What follows belongs to an exercise in optimizing a design on an open flow for small area, a short achievable clock period and few clock cycles per item; a production flow would make more cautious choices.

==> inputs of wip/cedar <==
Design main, start of the top module:
module main (
    input wire [15:0] v, x,
    input wire clk, reset, start,
    output wire done,
    output wire [15:0] final_result
);
Settings: LEC_CHECK=0, CAP_MARGIN=20, CORE_MARGIN=2, CORE_UTILIZATION=40, SLEW_MARGIN=20; clock period 13.0 ns.
run.sh (not shown) runs the stock make flow with config.mk's settings and CLKGATE_MAP_FILE= SYNTH_SCRIPT=/design/flow/synth_recipe.tcl, a recipe that flattens the netlist after the stock synthesis.
==> wip/indigo (differences from wip/cedar) <==
Settings changed: ABC_AREA set to 1, SETUP_SLACK_MARGIN set to 5.
==> metrics.cfg <==
[synthesis]
syn_avg_cell_area_um2 = 8.752
synth_area_um2 = 12160
synth_cell_types = 83

[final_layout]
num-multi-input-gates = 1064
buffers = 87
fin_nets = 1697
syn2layout_area_growth_pct = 8.934
multiInputGateArea_um2 = 9763

[critical_path]
timing.critical_path.to = F[13]$_DFFE_PP_
reg2reg_from = ph[2]$_SDFFE_PP0P_
slowest_delay_ps = 580

[floorplanning]
die_w_um = 178.3
die_h_um = 178.3

[cts]
clkTransAtPathRegs_ps = 80

[run_status]
run_status = no timing/DRC/antenna violations

-- figures above: wip/cedar

==> metrics.cfg <==
[final_layout]
syn2layout_area_growth_pct = 22.34
num-multi-input-gates = 1314
multiInputGateArea_um2 = 10260

[critical_path]
worstSetupEndpointType = flop
reg2reg_from = X2[2]$_DFFE_PP_
slowest_delay_ps = 540

[synthesis]
synth_cell_types = 52
synth_area_um2 = 12110
syn_avg_cell_area_um2 = 7.030

[cts]
clkTransAtPathRegs_ps = 70
hold_buffers = 0

[global_route]
grt_busiest_layer = met2

[run_status]
run_status = no timing/DRC/antenna violations

[placement]
place_area_um2 = 13020

[floorplanning]
die_h_um = 178.0
die_w_um = 178.0

-- figures above: wip/indigo

No run of this note included a check of the RTL's function; only the layout flow was run.

---

==> run a: inputs <==
main, a different RTL version from the one above (not shown whole).
==> module pre2, before the edit <==
module pre2 (
    input wire [13:0] T,
    input wire s,
    output wire [8:0] q
);
    wire [13:0] Tn = T ^ {14{~s}};
    wire sgn = ~s & Tn[13];
    wire m3 = ~s & Tn[0];
    wire m4 = s ? T[0] : Tn[1];
    wire m5 = s ? T[1] : Tn[2];
    wire m6 = s ? T[2] : Tn[3];
    wire m7 = s ? T[3] : Tn[4];
    wire m8 = s ? T[4] : Tn[5];
    wire m9 = s ? T[5] : Tn[6];
    wire m10 = s ? T[6] : Tn[7];
    wire m11 = s ? T[7] : Tn[8];
    wire m12 = s ? T[8] : Tn[9];
    wire m13 = s ? T[9] : Tn[10];
    wire m14 = s ? T[10] : Tn[11];
    wire m15 = s ? T[11] : Tn[12];
    wire m16 = s ? T[12] : Tn[13];
    wire m17 = s ? T[13] : sgn;
    wire w1 = s ^ ~s;
    wire w2 = s & ~s;
    wire w3 = s ^ m4;
    wire w4 = s & m4;
    wire w5 = s ^ m5;
    wire w6 = s & m5;
    wire w7 = s ^ m6;
    wire w8 = s & m6;
    wire w9 = s ^ m7;
    wire w10 = s & m7;
    wire w11 = s ^ m8;
    wire w12 = s & m8;
    wire w13 = s ^ ~s;
    wire w14 = s & ~s;
    wire w15 = s ^ Tn[1];
    wire w16 = s & Tn[1];
    wire w17 = s ^ Tn[2];
    wire w18 = s & Tn[2];
    wire w19 = m3 ^ Tn[3] ^ w1;
    wire w20 = (m3 & Tn[3]) | (m3 & w1) | (Tn[3] & w1);
    wire w21 = Tn[4] ^ w2 ^ w3;
    wire w22 = (Tn[4] & w2) | (Tn[4] & w3) | (w2 & w3);
    wire w23 = Tn[5] ^ w4 ^ w5;
    wire w24 = (Tn[5] & w4) | (Tn[5] & w5) | (w4 & w5);
    wire w25 = Tn[6] ^ w6 ^ w7;
    wire w26 = (Tn[6] & w6) | (Tn[6] & w7) | (w6 & w7);
    wire w27 = Tn[7] ^ w8 ^ w9;
    wire w28 = (Tn[7] & w8) | (Tn[7] & w9) | (w8 & w9);
    wire w29 = Tn[8] ^ w10 ^ w11;
    wire w30 = (Tn[8] & w10) | (Tn[8] & w11) | (w10 & w11);
    wire w31 = m9 ^ Tn[9] ^ w12;
    wire w32 = (m9 & Tn[9]) | (m9 & w12) | (Tn[9] & w12);
    wire w33 = m10 ^ Tn[10];
    wire w34 = m10 & Tn[10];
    wire w35 = m11 ^ Tn[11];
    wire w36 = m11 & Tn[11];
    wire w37 = m12 ^ Tn[12];
    wire w38 = m12 & Tn[12];
    wire w39 = m13 ^ Tn[13];
    wire w40 = m13 & Tn[13];
    wire w41 = m14 ^ sgn;
    wire w42 = m14 & sgn;
    wire w43 = m15 ^ sgn;
    wire w44 = m15 & sgn;
    wire w45 = m16 ^ sgn;
    wire w46 = m16 & sgn;
    wire w47 = m17 ^ sgn;
    wire w48 = m17 & sgn;
    wire [17:0] sx = {w46, w44, w42, w40, w38, w36, w34, w32, w30, w28, w26, w24, w22, w20, w18, w16, w14, w13};
    wire [17:0] sy = {w47, w45, w43, w41, w39, w37, w35, w33, w31, w29, w27, w25, w23, w21, w19, w17, w15, Tn[0]};
    wire [17:0] sum = sx + sy;
    assign q = sum[17:9];
endmodule
export LEC_CHECK = 0
export ABC_AREA = 1
export CAP_MARGIN = 20
export CORE_MARGIN = 2
export CORE_UTILIZATION = 40
export SETUP_SLACK_MARGIN = 3.5
export SLEW_MARGIN = 20
create_clock -name core_clock -period 13.0 [get_ports {clk}]
standard.sh (not shown) runs the stock make flow with config.mk's settings and CLKGATE_MAP_FILE= SYNTH_SCRIPT=/design/flow/synth_recipe.tcl, a recipe that flattens the netlist after the stock synthesis.
==> flow/flow/run.sh <==
#!/bin/bash
# The standard layout, with plain buffers on the ports instead of the delay
# cells buffer_ports picks by default. Every tool's output goes to
# standard_flow.log in this folder.
set -euo pipefail
export BUFFER_PORTS_ARGS="-buffer_cell sky130_fd_sc_hd__buf_2"
bash standard.sh > standard_flow.log 2>&1
==> run b (differences from run a) <==
--- a/flow/design.v
+++ b/flow/design.v
@@ -718,8 +718,103 @@
     wire w47 = m17 ^ sgn;
     wire w48 = m17 & sgn;
-    wire [17:0] sx = {w46, w44, w42, w40, w38, w36, w34, w32, w30, w28, w26, w24, w22, w20, w18, w16, w14, w13};
-    wire [17:0] sy = {w47, w45, w43, w41, w39, w37, w35, w33, w31, w29, w27, w25, w23, w21, w19, w17, w15, Tn[0]};
-    wire [17:0] sum = sx + sy;
-    assign q = sum[17:9];
+    wire w49 = w13 & Tn[0];
+    wire w50 = w13 ^ Tn[0];
+    wire w51 = w14 & w15;
+    wire w52 = w14 ^ w15;
+    wire w53 = w16 & w17;
+    wire w54 = w16 ^ w17;
+    wire w55 = w18 & w19;
+    wire w56 = w18 ^ w19;
+    wire w57 = w20 & w21;
+    wire w58 = w20 ^ w21;
+    wire w59 = w22 & w23;
+    wire w60 = w22 ^ w23;
+    wire w61 = w24 & w25;
+    wire w62 = w24 ^ w25;
+    wire w63 = w26 & w27;
+    wire w64 = w26 ^ w27;
+    wire w65 = w28 & w29;
+    wire w66 = w28 ^ w29;
+    wire w67 = w30 & w31;
+    wire w68 = w30 ^ w31;
+    wire w69 = w32 & w33;
+    wire w70 = w32 ^ w33;
+    wire w71 = w34 & w35;
+    wire w72 = w34 ^ w35;
+    wire w73 = w36 & w37;
+    wire w74 = w36 ^ w37;
+    wire w75 = w38 & w39;
+    wire w76 = w38 ^ w39;
+    wire w77 = w40 & w41;
+    wire w78 = w40 ^ w41;
+    wire w79 = w42 & w43;
+    wire w80 = w42 ^ w43;
+    wire w81 = w44 & w45;
+    wire w82 = w44 ^ w45;
+    wire w83 = w46 & w47;
+    wire w84 = w46 ^ w47;
+    wire w85 = w51 | (w52 & w49);
+    wire w86 = w55 | (w56 & w53);
+    wire w87 = w56 & w54;
+    wire w88 = w59 | (w60 & w57);
+    wire w89 = w60 & w58;
+    wire w90 = w63 | (w64 & w61);
+    wire w91 = w64 & w62;
+    wire w92 = w67 | (w68 & w65);
+    wire w93 = w68 & w66;
+    wire w94 = w71 | (w72 & w69);
+    wire w95 = w72 & w70;
+    wire w96 = w75 | (w76 & w73);
+    wire w97 = w76 & w74;
+    wire w98 = w79 | (w80 & w77);
+    wire w99 = w80 & w78;
+    wire w100 = w83 | (w84 & w81);
+    wire w101 = w84 & w82;
+    wire w102 = w53 | (w54 & w85);
+    wire w103 = w86 | (w87 & w85);
+    wire w104 = w61 | (w62 & w88);
+    wire w105 = w62 & w89;
+    wire w106 = w90 | (w91 & w88);
+    wire w107 = w91 & w89;
+    wire w108 = w69 | (w70 & w92);
+    wire w109 = w70 & w93;
+    wire w110 = w94 | (w95 & w92);
+    wire w111 = w95 & w93;
+    wire w112 = w77 | (w78 & w96);
+    wire w113 = w78 & w97;
+    wire w114 = w98 | (w99 & w96);
+    wire w115 = w99 & w97;
+    wire w116 = w57 | (w58 & w103);
+    wire w117 = w88 | (w89 & w103);
+    wire w118 = w104 | (w105 & w103);
+    wire w119 = w106 | (w107 & w103);
+    wire w120 = w73 | (w74 & w110);
+    wire w121 = w74 & w111;
+    wire w122 = w96 | (w97 & w110);
+    wire w123 = w97 & w111;
+    wire w124 = w112 | (w113 & w110);
+    wire w125 = w113 & w111;
+    wire w126 = w114 | (w115 & w110);
+    wire w127 = w115 & w111;
+    wire w128 = w65 | (w66 & w119);
+    wire w129 = w92 | (w93 & w119);
+    wire w130 = w108 | (w109 & w119);
+    wire w131 = w110 | (w111 & w119);
+    wire w132 = w120 | (w121 & w119);
+    wire w133 = w122 | (w123 & w119);
+    wire w134 = w124 | (w125 & w119);
+    wire w135 = w126 | (w127 & w119);
+    wire w136 = w81 | (w82 & w135);
+    wire w137 = w100 | (w101 & w135);
+    wire w138 = w68 ^ w128;
+    wire w139 = w70 ^ w129;
+    wire w140 = w72 ^ w130;
+    wire w141 = w74 ^ w131;
+    wire w142 = w76 ^ w132;
+    wire w143 = w78 ^ w133;
+    wire w144 = w80 ^ w134;
+    wire w145 = w82 ^ w135;
+    wire w146 = w84 ^ w136;
+    assign q = {w146, w145, w144, w143, w142, w141, w140, w139, w138};
 endmodule
 module main (
==> results.json <==
{
  "grt_max_degree": 37,
  "design_area_sq_um": 13000,
  "netlist_top_cells_count": "472 x nand2_1, 326 x inv_1, 138 x fa_1, 109 x ha_1, 92 x xor2_1",
  "syn_avg_cell_area_sq_um": 7.21,
  "status": "complete, no violations",
  "fin_cells": 2105,
  "synthesis.instances": 1684,
  "timing.slew.headroom_pct": 38.1,
  "final_core_util_pct": 43.6,
  "placed_area_sq_um": 12700,
  "met3_usage_pct": 3.67
}
Source of the figures above: run b

==> results.json <==
{
  "syn_avg_cell_area_sq_um": 7.11,
  "netlist_top_cells_count": "477 x nand2_1, 331 x inv_1, 137 x fa_1, 109 x ha_1, 98 x xor2_1",
  "design_area_sq_um": 13100,
  "met3_usage_pct": 2.99,
  "fin_cells": 2139,
  "status": "complete, no violations",
  "grt_max_degree": 38,
  "placed_area_sq_um": 12800,
  "timing.slew.headroom_pct": 25.1
}
Source of the figures above: run a

Function was not checked in any run of this note: the RTL went through the layout flow alone.

## port drivers added, routing unchanged
No port has a modelled driver above. Below, the same layouts with a new extraction and two added sets of constraints. Step 1 (the two cells are an assumption about what drives the block):
set clk [get_ports {clk}]
set_driving_cell -lib_cell sky130_fd_sc_hd__clkbuf_16 $clk
set_driving_cell -lib_cell sky130_fd_sc_hd__buf_2 [delete_from_list [all_inputs] $clk]
Step 2 adds t to the input delays and takes it off the output delays; t is the mean of the earliest and latest rising clock arrival at the registers after step 1. Input paths then give back, and output paths get back, about the clock's delay inside the block. a / b / c = no drivers / after step 1 / after step 2; a / b = the first two.
run	shift t [ns]	setup slack, ns	latest minus earliest clock arrival (ns)
wip/cedar	0.351	2.488 / 2.488 / 2.488	0.008 / 0.008
wip/indigo	0.336	4.242 / 4.242 / 3.967	0.010 / 0.010
run a	0.339	4.071 / 4.093 / 3.754	0.008 / 0.008
run b	0.336	4.115 / 4.126 / 3.790	0.015 / 0.015
After both steps setup and hold are still met in every run listed. The setup slack of run b, which loses most, moves by +0.011 ns with the drivers and by -0.325 ns with both steps.
